Background: an optimization exercise with open tools, aiming at small area. Do not read the settings as production practice.
In this exercise RTL edits were held to simulation tests only and were not proved equivalent to the original.

==> inputs of fjord <==
==> flow/design.v <==
module dtmf
(
	input	wire			clk,
	input	wire			rst,
	input	wire			valid,
	input	wire	[11:0]	data,
	output	reg				newKey,
	output	wire	 [7:0]	theKey,
	output	reg				dtmf_valid,
	output	wire	 [3:0]	dtmf_data
);
function [11:0] coef (input [2:0] i);
	case (i)
		3'd0: coef = 12'd3488;
		3'd1: coef = 12'd3350;
		3'd2: coef = 12'd3200;
		3'd3: coef = 12'd3037;
		3'd4: coef = 12'd2382;
		3'd5: coef = 12'd2066;
		3'd6: coef = 12'd1618;
		default: coef = 12'd1146;
	endcase
endfunction
reg [4:0] ph;
wire [1:0] k  = ph[1:0];
wire [2:0] sf = ph[4:2];
wire slot_end = (k == 2'd3);
reg [7:0] cnt;					 
wire vn = valid && (cnt != 8'd0);	 
wire vc = valid && (cnt == 8'd0);	 
reg [11:0] xr;					 
reg [11:0] x0r;					 
reg pend;						 
reg combp;						 
reg sact;						 
reg cmode;						 
reg [2:0] scnt;					 
reg have;						 
always @ (posedge clk)
begin
	if (rst)
	begin
		ph <= 0;
		cnt <= 0;
		pend <= 0;
		combp <= 0;
		sact <= 0;
		cmode <= 0;
		scnt <= 0;
		have <= 0;
	end
	else
	begin
		ph <= ph + 5'd1;
		if (valid)
			cnt <= (cnt == 8'd204) ? 8'd0 : cnt + 8'd1;
		if (vc)
		begin
			combp <= 1'b1;
			have <= 1'b1;
		end
		if (slot_end)
		begin
			if (sact && scnt != 3'd7)
			begin
				scnt <= scnt + 3'd1;
				if (vn) pend <= 1'b1;
			end
			else if (pend || vn)
			begin
				sact <= 1'b1;
				scnt <= 3'd0;
				cmode <= combp;
				combp <= 1'b0;
				pend <= 1'b0;
			end
			else
				sact <= 1'b0;
		end
		else if (vn)
			pend <= 1'b1;
	end
end
always @ (posedge clk)
begin
	if (vn) xr <= data;
	if (vc) x0r <= data;
end
reg [139:0] q1s;				 
reg [159:0] q2s;				 
reg [19:0] res;					 
wire [4:0] q1t = q1s[4:0];
wire [4:0] q2t = q2s[4:0];
wire [19:0] sx0 = {{8{x0r[11]}}, x0r};
reg [4:0] x0d;
always @*
	case (k)
		2'd0: x0d = sx0[4:0];
		2'd1: x0d = sx0[9:5];
		2'd2: x0d = sx0[14:10];
		default: x0d = sx0[19:15];
	endcase
wire [4:0] dq = cmode ? x0d : q1t;		 
wire [4:0] eq = cmode ? 5'd0 : q2t;		 
wire [11:0] Cf = coef(sf);
wire [17:0] C16 = {2'b00, Cf, 4'd0};
wire [16:0] r0 = dq[0] ? {5'd0, Cf}       : 17'd0;
wire [16:0] r1 = dq[1] ? {4'd0, Cf, 1'b0} : 17'd0;
wire [16:0] r2 = dq[2] ? {3'd0, Cf, 2'b0} : 17'd0;
wire [16:0] r3 = dq[3] ? {2'd0, Cf, 3'b0} : 17'd0;
wire [17:0] r4 = dq[4] ? (slot_end ? (18'd0 - C16) : C16) : 18'd0;
wire signed [5:0] ee = {slot_end & eq[4], eq};
reg signed [18:0] accm;
reg [3:0] lowb;
wire signed [23:0] base = (k == 2'd0) ? {xr[11], xr, 11'd1024} : {{5{accm[18]}}, accm};
wire signed [23:0] S = base + $signed({7'd0, r0}) + $signed({7'd0, r1}) + $signed({7'd0, r2})
                     + $signed({7'd0, r3}) + $signed({{6{r4[17]}}, r4}) - $signed({{7{ee[5]}}, ee, 11'd0});
wire ovf = !((&S[19:15]) || !(|S[19:15]));
wire [19:0] q1n = ovf ? (S[23] ? 20'h80000 : 20'h7ffff) : {S[15:0], lowb};
always @ (posedge clk)
begin
	accm <= S[23:5];
	lowb <= S[4:1];
	res <= (sact && slot_end) ? q1n : {q1t, res[19:5]};
	q1s <= {res[4:0], q1s[139:5]};
	q2s <= {(sact ? dq : q2t), q2s[159:5]};
end
reg mpend;
reg mact;
reg [6:0] mt;
reg [2:0] ms;
reg eng;
reg [2:0] mf;
reg [19:0] M1, M2;
reg signed [32:0] V;
reg signed [32:0] ACC;
reg stk;
reg [7:0] pressed;
reg decide;
wire mload = mact && (mt < 7'd64) && (mt[2:0] == (mt[5] ? 3'd4 : 3'd0)) && !(mt == 7'd32);
wire [11:0] mc = coef(mf);
wire [13:0] mcx = {2'b00, mc};
reg [2:0] cw_hi, cw_lo;
always @*
	case (ms)
		3'd0: begin cw_hi = mcx[11:9]; cw_lo = mcx[9:7]; end
		3'd1: begin cw_hi = mcx[7:5];  cw_lo = mcx[5:3]; end
		default: begin cw_hi = mcx[3:1]; cw_lo = {mcx[1:0], 1'b0}; end
	endcase
wire [2:0] mm = ms - 3'd3;
wire [20:0] q1e = {M1, 1'b0};
wire [20:0] q2e = {M2, 1'b0};
reg [4:0] w1, w2;
always @*
	case (mm)
		3'd0: begin w1 = q1e[4:0];   w2 = q2e[4:0];   end
		3'd1: begin w1 = q1e[8:4];   w2 = q2e[8:4];   end
		3'd2: begin w1 = q1e[12:8];  w2 = q2e[12:8];  end
		3'd3: begin w1 = q1e[16:12]; w2 = q2e[16:12]; end
		default: begin w1 = q1e[20:16]; w2 = q2e[20:16]; end
	endcase
wire dph = (ms >= 3'd3);
wire [2:0] wq0 = dph ? w2[2:0] : ~cw_lo;	 
wire [2:0] wq1 = dph ? w2[4:2] : ~cw_hi;
wire [2:0] wv0 = w1[2:0];
wire [2:0] wv1 = w1[4:2];
wire nq0 = wq0[2] & ~(wq0[1] & wq0[0]);
wire oq0 = wq0[1] ^ wq0[0];
wire tq0 = (wq0[2] & ~wq0[1] & ~wq0[0]) | (~wq0[2] & wq0[1] & wq0[0]);
wire nq1 = wq1[2] & ~(wq1[1] & wq1[0]);
wire oq1 = wq1[1] ^ wq1[0];
wire tq1 = (wq1[2] & ~wq1[1] & ~wq1[0]) | (~wq1[2] & wq1[1] & wq1[0]);
wire nv0 = wv0[2] & ~(wv0[1] & wv0[0]);
wire ov0 = wv0[1] ^ wv0[0];
wire tv0 = (wv0[2] & ~wv0[1] & ~wv0[0]) | (~wv0[2] & wv0[1] & wv0[0]);
wire nv1 = wv1[2] & ~(wv1[1] & wv1[0]);
wire ov1 = wv1[1] ^ wv1[0];
wire tv1 = (wv1[2] & ~wv1[1] & ~wv1[0]) | (~wv1[2] & wv1[1] & wv1[0]);
wire [20:0] rq0 = (({21{oq0}} & {M2[19], M2}) | ({21{tq0}} & {M2, 1'b0})) ^ {21{nq0}};
wire [20:0] rq1 = (({21{oq1}} & {M2[19], M2}) | ({21{tq1}} & {M2, 1'b0})) ^ {21{nq1}};
wire [33:0] rv0 = (({34{ov0}} & {V[32], V}) | ({34{tv0}} & {V, 1'b0})) ^ {34{nv0}};
wire [33:0] rv1 = (({34{ov1}} & {V[32], V}) | ({34{tv1}} & {V, 1'b0})) ^ {34{nv1}};
wire signed [23:0] RQ = $signed({{3{rq0[20]}}, rq0}) + $signed({rq1[20], rq1, 2'b00})
                      + $signed({21'd0, nq1, 1'b0, nq0});
wire signed [32:0] vb = (ms == 3'd0) ? ((mc[11]) ? -$signed({{9{M2[19]}}, M2, 4'd0}) : 33'sd0)
                                     : $signed({V[28:0], 4'd0});
wire signed [32:0] vnext = vb + $signed({{9{RQ[23]}}, RQ})
                         + ((ms == 3'd2) ? $signed({{2{M1[19]}}, M1, 11'd0}) : 33'sd0);
wire signed [36:0] asum = ((ms == 3'd3) ? 37'sd0 : $signed({{4{ACC[32]}}, ACC}))
                        + $signed({{3{rv0[33]}}, rv0}) + $signed({rv1[33], rv1, 2'b00})
                        + $signed({{2{RQ[23]}}, RQ, 11'd0})
                        + $signed({34'd0, nv1, 1'b0, nv0});
wire signed [32:0] anext = asum[36:4];
wire snext = stk | (|asum[3:0]);
wire on = (anext > 33'sd819200) || (anext == 33'sd819200 && snext);
always @ (posedge clk)
begin
	if (rst)
	begin
		mpend <= 0;
		mact <= 0;
		mt <= 0;
		eng <= 0;
		decide <= 0;
	end
	else
	begin
		decide <= 0;
		if (vc && have) mpend <= 1'b1;
		if (mact) mt <= mt + 7'd1;
		if (slot_end && (mpend || (vc && have)))
		begin
			mact <= 1'b1;
			mt <= 0;
			mpend <= 1'b0;
		end
		if (mload)
		begin
			eng <= 1'b1;
		end
		else if (eng && ms == 3'd7)
		begin
			eng <= 1'b0;
		end
		if (mact && mt == 7'd68)
		begin
			mact <= 1'b0;
			decide <= 1'b1;
		end
	end
end
always @ (posedge clk)
begin
	if (mload)
	begin
		M1 <= q1s[19:0];
		M2 <= q2s[19:0];
		mf <= sf;
		ms <= 3'd0;
	end
	else if (eng)
		ms <= ms + 3'd1;
	if (eng)
	begin
		if (!dph)
			V <= vnext;
		else
		begin
			ACC <= anext;
			stk <= (ms == 3'd3) ? (|asum[3:0]) : snext;
		end
		if (ms == 3'd7)
			pressed[mf] <= on;
	end
end
wire [3:0] rows = pressed[3:0];
wire [3:0] cols = pressed[7:4];
wire found = (|rows) && (|cols);
wire [1:0] ri = rows[0] ? 2'd0 : rows[1] ? 2'd1 : rows[2] ? 2'd2 : 2'd3;
wire [1:0] ci = cols[0] ? 2'd0 : cols[1] ? 2'd1 : cols[2] ? 2'd2 : 2'd3;
reg [3:0] code;
always @*
	case ({ri, ci})
		4'h0: code = 4'd1;  4'h1: code = 4'd2;  4'h2: code = 4'd3;  4'h3: code = 4'd13;
		4'h4: code = 4'd4;  4'h5: code = 4'd5;  4'h6: code = 4'd6;  4'h7: code = 4'd14;
		4'h8: code = 4'd7;  4'h9: code = 4'd8;  4'ha: code = 4'd9;  4'hb: code = 4'd15;
		4'hc: code = 4'd11; 4'hd: code = 4'd10; 4'he: code = 4'd12; default: code = 4'd0;
	endcase
reg [3:0] kcode;
reg khave;
reg [7:0] ascii;
always @*
	case (kcode)
		4'd0: ascii = "D";
		4'd10: ascii = "0";
		4'd11: ascii = "*";
		4'd12: ascii = "#";
		4'd13: ascii = "A";
		4'd14: ascii = "B";
		4'd15: ascii = "C";
		default: ascii = {4'h3, kcode};
	endcase
assign theKey = khave ? ascii : 8'd0;
assign dtmf_data = dtmf_valid ? kcode : 4'd0;
always @ (posedge clk)
begin
	if (rst)
	begin
		newKey <= 0;
		dtmf_valid <= 0;
		khave <= 0;
	end
	else
	begin
		newKey <= 1'b0;
		if (decide)
		begin
			dtmf_valid <= found;
			if (found)
			begin
				khave <= 1'b1;
				kcode <= code;
				newKey <= !khave || (code != kcode);
			end
		end
	end
end
endmodule
==> flow/run.sh <==
#!/bin/bash
# synth_recipe.tcl (not shown) runs the flow's synth.tcl, then flattens the netlist and writes it again
# the make line also repeats each setting of config.mk as NAME=value (left out here)
make -C /OpenROAD-flow-scripts/flow DESIGN_CONFIG=/design/flow/config.mk WORK_HOME=/design/flow/orfs CLKGATE_MAP_FILE= SYNTH_SCRIPT=/design/flow/synth_recipe.tcl finish
==> flow/config.mk <==
export PLATFORM = sky130hd
export DESIGN_NAME = dtmf
export DESIGN_NICKNAME = dtmf
export VERILOG_FILES = /design/flow/design.v
export SDC_FILE = /design/flow/constraint.sdc
export NUM_CORES = 4
export LEC_CHECK = 0
export CAP_MARGIN = 20
export CORE_MARGIN = 2
export CORE_UTILIZATION = 40
export SLEW_MARGIN = 20
==> flow/constraint.sdc <==
create_clock -name core_clock -period 20.0 [get_ports {clk}]
set_input_delay 4.0000 -clock core_clock [delete_from_list [all_inputs] [get_ports {clk}]]
set_output_delay 4.0000 -clock core_clock [all_outputs]
set_load 0.01 [all_outputs]
==> inputs of willow, as changes to fjord <==
--- a/flow/design.v
+++ b/flow/design.v
@@ -22,4 +22,16 @@
 	endcase
 endfunction
+function [11:0] kneg (input [2:0] i);
+	case (i)
+		3'd0: kneg = 12'd608;
+		3'd1: kneg = 12'd746;
+		3'd2: kneg = 12'd896;
+		3'd3: kneg = 12'd1059;
+		3'd4: kneg = 12'd1714;
+		3'd5: kneg = 12'd2030;
+		3'd6: kneg = 12'd2478;
+		default: kneg = 12'd2950;
+	endcase
+endfunction
 reg [4:0] ph;
 wire [1:0] k  = ph[1:0];
@@ -105,15 +117,26 @@
 wire [11:0] Cf = coef(sf);
 wire [17:0] C16 = {2'b00, Cf, 4'd0};
-wire [16:0] r0 = dq[0] ? {5'd0, Cf}       : 17'd0;
-wire [16:0] r1 = dq[1] ? {4'd0, Cf, 1'b0} : 17'd0;
-wire [16:0] r2 = dq[2] ? {3'd0, Cf, 2'b0} : 17'd0;
-wire [16:0] r3 = dq[3] ? {2'd0, Cf, 3'b0} : 17'd0;
+wire [23:0] r0 = dq[0] ? {12'd0, Cf}       : 24'd0;
+wire [23:0] r1 = dq[1] ? {11'd0, Cf, 1'b0} : 24'd0;
+wire [23:0] r2 = dq[2] ? {10'd0, Cf, 2'b0} : 24'd0;
+wire [23:0] r3 = dq[3] ? {9'd0, Cf, 3'b0}  : 24'd0;
 wire [17:0] r4 = dq[4] ? (slot_end ? (18'd0 - C16) : C16) : 18'd0;
-wire signed [5:0] ee = {slot_end & eq[4], eq};
+wire e5 = slot_end & eq[4];
+wire [23:0] r4x = {6'd0, ~r4[17], r4[16:0]};			 
+wire [23:0] rex = {7'd0, e5, ~eq, 11'd0};				 
+localparam [23:0] KM = 24'hFD0800;
 reg signed [18:0] accm;
 reg [3:0] lowb;
-wire signed [23:0] base = (k == 2'd0) ? {xr[11], xr, 11'd1024} : {{5{accm[18]}}, accm};
-wire signed [23:0] S = base + $signed({7'd0, r0}) + $signed({7'd0, r1}) + $signed({7'd0, r2})
-                     + $signed({7'd0, r3}) + $signed({{6{r4[17]}}, r4}) - $signed({{7{ee[5]}}, ee, 11'd0});
+wire [23:0] base = (k == 2'd0) ? {xr[11], xr, 11'd1024} : {{5{accm[18]}}, accm};
+wire [23:0] m1s, m1c, m2s, m2c, m3s, m3c, m4s, m4c, m5s, m5c, m6s, m6c;
+csa #(24) ma (base, r0, r1, m1s, m1c);
+csa #(24) mb (r2, r3, r4x, m2s, m2c);
+csa #(24) mc_ (rex, KM, m1s, m3s, m3c);
+csa #(24) md (m1c, m2s, m2c, m4s, m4c);
+csa #(24) me (m3s, m3c, m4s, m5s, m5c);
+csa #(24) mf_ (m5s, m5c, m4c, m6s, m6c);
+wire [23:0] S_u;
+rca #(24) mz (m6s, m6c, S_u);
+wire signed [23:0] S = S_u;
 wire ovf = !((&S[19:15]) || !(|S[19:15]));
 wire [19:0] q1n = ovf ? (S[23] ? 20'h80000 : 20'h7ffff) : {S[15:0], lowb};
@@ -140,11 +163,14 @@
 wire mload = mact && (mt < 7'd64) && (mt[2:0] == (mt[5] ? 3'd4 : 3'd0)) && !(mt == 7'd32);
 wire [11:0] mc = coef(mf);
-wire [13:0] mcx = {2'b00, mc};
-reg [2:0] cw_hi, cw_lo;
+wire [11:0] kn = kneg(mf);
+wire [12:0] kx = {kn, 1'b0};
+wire vph = (ms < 3'd3);
+wire dph = !vph;
+reg [2:0] kw_hi, kw_lo;
 always @*
 	case (ms)
-		3'd0: begin cw_hi = mcx[11:9]; cw_lo = mcx[9:7]; end
-		3'd1: begin cw_hi = mcx[7:5];  cw_lo = mcx[5:3]; end
-		default: begin cw_hi = mcx[3:1]; cw_lo = {mcx[1:0], 1'b0}; end
+		3'd0: begin kw_hi = kx[12:10]; kw_lo = kx[10:8]; end
+		3'd1: begin kw_hi = kx[8:6];   kw_lo = kx[6:4]; end
+		default: begin kw_hi = kx[4:2]; kw_lo = kx[2:0]; end
 	endcase
 wire [2:0] mm = ms - 3'd3;
@@ -160,9 +186,8 @@
 		default: begin w1 = q1e[20:16]; w2 = q2e[20:16]; end
 	endcase
-wire dph = (ms >= 3'd3);
-wire [2:0] wq0 = dph ? w2[2:0] : ~cw_lo;	 
-wire [2:0] wq1 = dph ? w2[4:2] : ~cw_hi;
-wire [2:0] wv0 = w1[2:0];
-wire [2:0] wv1 = w1[4:2];
+wire [2:0] wv0 = vph ? kw_lo : w1[2:0];
+wire [2:0] wv1 = vph ? kw_hi : w1[4:2];
+wire [2:0] wq0 = vph ? {(ms == 3'd2) & mc[11], 2'b00} : w2[2:0];
+wire [2:0] wq1 = vph ? 3'b000 : w2[4:2];
 wire nq0 = wq0[2] & ~(wq0[1] & wq0[0]);
 wire oq0 = wq0[1] ^ wq0[0];
@@ -177,18 +202,26 @@
 wire ov1 = wv1[1] ^ wv1[0];
 wire tv1 = (wv1[2] & ~wv1[1] & ~wv1[0]) | (~wv1[2] & wv1[1] & wv1[0]);
+wire [32:0] MV = vph ? {{13{M2[19]}}, M2} : V;
 wire [20:0] rq0 = (({21{oq0}} & {M2[19], M2}) | ({21{tq0}} & {M2, 1'b0})) ^ {21{nq0}};
 wire [20:0] rq1 = (({21{oq1}} & {M2[19], M2}) | ({21{tq1}} & {M2, 1'b0})) ^ {21{nq1}};
-wire [33:0] rv0 = (({34{ov0}} & {V[32], V}) | ({34{tv0}} & {V, 1'b0})) ^ {34{nv0}};
-wire [33:0] rv1 = (({34{ov1}} & {V[32], V}) | ({34{tv1}} & {V, 1'b0})) ^ {34{nv1}};
-wire signed [23:0] RQ = $signed({{3{rq0[20]}}, rq0}) + $signed({rq1[20], rq1, 2'b00})
-                      + $signed({21'd0, nq1, 1'b0, nq0});
-wire signed [32:0] vb = (ms == 3'd0) ? ((mc[11]) ? -$signed({{9{M2[19]}}, M2, 4'd0}) : 33'sd0)
-                                     : $signed({V[28:0], 4'd0});
-wire signed [32:0] vnext = vb + $signed({{9{RQ[23]}}, RQ})
-                         + ((ms == 3'd2) ? $signed({{2{M1[19]}}, M1, 11'd0}) : 33'sd0);
-wire signed [36:0] asum = ((ms == 3'd3) ? 37'sd0 : $signed({{4{ACC[32]}}, ACC}))
-                        + $signed({{3{rv0[33]}}, rv0}) + $signed({rv1[33], rv1, 2'b00})
-                        + $signed({{2{RQ[23]}}, RQ, 11'd0})
-                        + $signed({34'd0, nv1, 1'b0, nv0});
+wire [33:0] rv0 = (({34{ov0}} & {MV[32], MV}) | ({34{tv0}} & {MV, 1'b0})) ^ {34{nv0}};
+wire [33:0] rv1 = (({34{ov1}} & {MV[32], MV}) | ({34{tv1}} & {MV, 1'b0})) ^ {34{nv1}};
+wire [32:0] accg = (ms == 3'd0) ? {{10{M1[19]}}, M1, 3'd0} :
+                   vph ? {V[28:0], 4'd0} :
+                   (ms == 3'd3) ? 33'd0 : ACC;
+wire [36:0] da = {4'd0, ~accg[32], accg[31:0]};
+wire [36:0] dv0 = {3'd0, ~rv0[33], rv0[32:0]};
+wire [36:0] dv1 = {1'd0, ~rv1[33], rv1[32:0], 2'b00};
+wire [36:0] dq0 = {5'd0, ~rq0[20], rq0[19:0], 11'd0};
+wire [36:0] dq1 = {3'd0, ~rq1[20], rq1[19:0], 13'd0};
+localparam [36:0] KD = 37'h1000000000 | 37'h200000000 | 37'h80000000;
+wire [36:0] dx = KD | {23'd0, nq1, 1'b0, nq0, 8'd0, nv1, 1'b0, nv0};
+wire [36:0] d1s, d1c, d2s, d2c, d3s, d3c, d4s, d4c;
+csa #(37) da_ (da, dv0, dv1, d1s, d1c);
+csa #(37) db_ (dq0, dq1, dx, d2s, d2c);
+csa #(37) dc_ (d1s, d1c, d2s, d3s, d3c);
+csa #(37) dd_ (d3s, d3c, d2c, d4s, d4c);
+wire [36:0] asum;
+rcs #(37, 19) dz (d4s, d4c, asum);
 wire signed [32:0] anext = asum[36:4];
 wire snext = stk | (|asum[3:0]);
@@ -237,20 +270,12 @@
 		M2 <= q2s[19:0];
 		mf <= sf;
-		ms <= 3'd0;
-	end
-	else if (eng)
-		ms <= ms + 3'd1;
-	if (eng)
-	begin
-		if (!dph)
-			V <= vnext;
-		else
-		begin
-			ACC <= anext;
-			stk <= (ms == 3'd3) ? (|asum[3:0]) : snext;
-		end
-		if (ms == 3'd7)
-			pressed[mf] <= on;
 	end
+	ms <= mload ? 3'd0 : ms + 3'd1;
+	if (vph)
+		V <= asum[32:0];
+	ACC <= anext;
+	stk <= (ms == 3'd3) ? (|asum[3:0]) : snext;
+	if (eng && ms == 3'd7)
+		pressed[mf] <= on;
 end
 wire [3:0] rows = pressed[3:0];
@@ -307,2 +332,53 @@
 end
 endmodule
+module csa #(parameter W = 8)
+(
+	input	wire	[W-1:0]	a,
+	input	wire	[W-1:0]	b,
+	input	wire	[W-1:0]	c,
+	output	wire	[W-1:0]	s,
+	output	wire	[W-1:0]	co
+);
+wire [W-1:0] m = (a & b) | (a & c) | (b & c);
+assign s = a ^ b ^ c;
+assign co = {m[W-2:0], 1'b0};
+endmodule
+module rca #(parameter W = 8)
+(
+	input	wire	[W-1:0]	a,
+	input	wire	[W-1:0]	b,
+	output	wire	[W-1:0]	s
+);
+wire [W:0] c;
+assign c[0] = 1'b0;
+genvar i;
+generate for (i = 0; i < W; i = i + 1) begin : bit_
+	assign s[i] = a[i] ^ b[i] ^ c[i];
+	assign c[i+1] = (a[i] & b[i]) | (a[i] & c[i]) | (b[i] & c[i]);
+end endgenerate
+endmodule
+module rcs #(parameter W = 8, parameter L = 4)
+(
+	input	wire	[W-1:0]	a,
+	input	wire	[W-1:0]	b,
+	output	wire	[W-1:0]	s
+);
+wire [L:0] c;
+assign c[0] = 1'b0;
+wire [W-1:L] s0, s1;
+wire [W:L] c0, c1;
+assign c0[L] = 1'b0;
+assign c1[L] = 1'b1;
+genvar i;
+generate for (i = 0; i < L; i = i + 1) begin : lo_
+	assign s[i] = a[i] ^ b[i] ^ c[i];
+	assign c[i+1] = (a[i] & b[i]) | (a[i] & c[i]) | (b[i] & c[i]);
+end
+for (i = L; i < W; i = i + 1) begin : hi_
+	assign s0[i] = a[i] ^ b[i] ^ c0[i];
+	assign c0[i+1] = (a[i] & b[i]) | (a[i] & c0[i]) | (b[i] & c0[i]);
+	assign s1[i] = a[i] ^ b[i] ^ c1[i];
+	assign c1[i+1] = (a[i] & b[i]) | (a[i] & c1[i]) | (b[i] & c1[i]);
+end endgenerate
+assign s[W-1:L] = c[L] ? s1 : s0;
+endmodule
--- a/flow/config.mk
+++ b/flow/config.mk
@@ -6,6 +6,10 @@
 export NUM_CORES = 4
 export LEC_CHECK = 0
+export ABC_AREA = 1
 export CAP_MARGIN = 20
 export CORE_MARGIN = 2
 export CORE_UTILIZATION = 40
+export CTS_BUF_LIST = sky130_fd_sc_hd__clkbuf_16
+export CTS_CLUSTER_DIAMETER = 100
+export CTS_CLUSTER_SIZE = 30
 export SLEW_MARGIN = 20
==> results.json <==
{
  "firstDrtPassIters": 6,
  "worst_slack_ns": 4.81,
  "num_rows": 90,
  "synth_adder_area_share": 0.200,
  "largest_cell_class": "flip-flops and latches",
  "nNonClkInverters": 429,
  "bufAreaShareNonClock": 0.0149,
  "layout_common_cells": "inv_1, dfxtp_1, nand2_1",
  "insertion_delay_ns": 0.61,
  "outcome": "complete, no violations"
}
[end of results for willow]
==> results.json <==
{
  "worst_slack_ns": 8.42,
  "final_area_mm2": 0.0311,
  "synth_adder_area_share": 0.194,
  "outcome": "complete, no violations",
  "bufAreaShareNonClock": 0.0133,
  "nNonClkInverters": 193,
  "post-place-ws_ns": 8.47,
  "num_rows": 97,
  "insertion_delay_ns": 0.62,
  "layout_common_cells": "dfxtp_1, ha_1, inv_1",
  "largest_cell_class": "multi-input combinational cells"
}
[end of results for fjord]

==> port drivers added, routing unchanged <==
The results above use ideal ports. As a check the final layouts listed here were re-extracted and re-timed, cells and wires unchanged. Step 1 (the two cells are an assumption about what drives the block):
set clk [get_ports {clk}]
set_driving_cell -lib_cell sky130_fd_sc_hd__clkbuf_16 $clk
set_driving_cell -lib_cell sky130_fd_sc_hd__buf_2 [delete_from_list [all_inputs] $clk]
Step 2 moves the port delays by t, midway between the first and last clock arrival at a register: inputs arrive t later, outputs are due t later. That takes back most of the time a late clock gives input paths. Three values: ideal, step 1, step 2; two values: the first two.
run	shift t [ns]	slack for setup (ns)	hold WS [ns]	worst register clock-pin slew, ns	pins driven straight from the clock port
fjord	0.656	8.424 / 8.424 / 8.424	0.302 / 0.302 / 0.302	0.07 / 0.07	1
willow	0.656	4.814 / 4.814 / 4.814	0.323 / 0.323 / 0.323	0.12 / 0.12	1
After both steps every run listed still meets setup and hold.
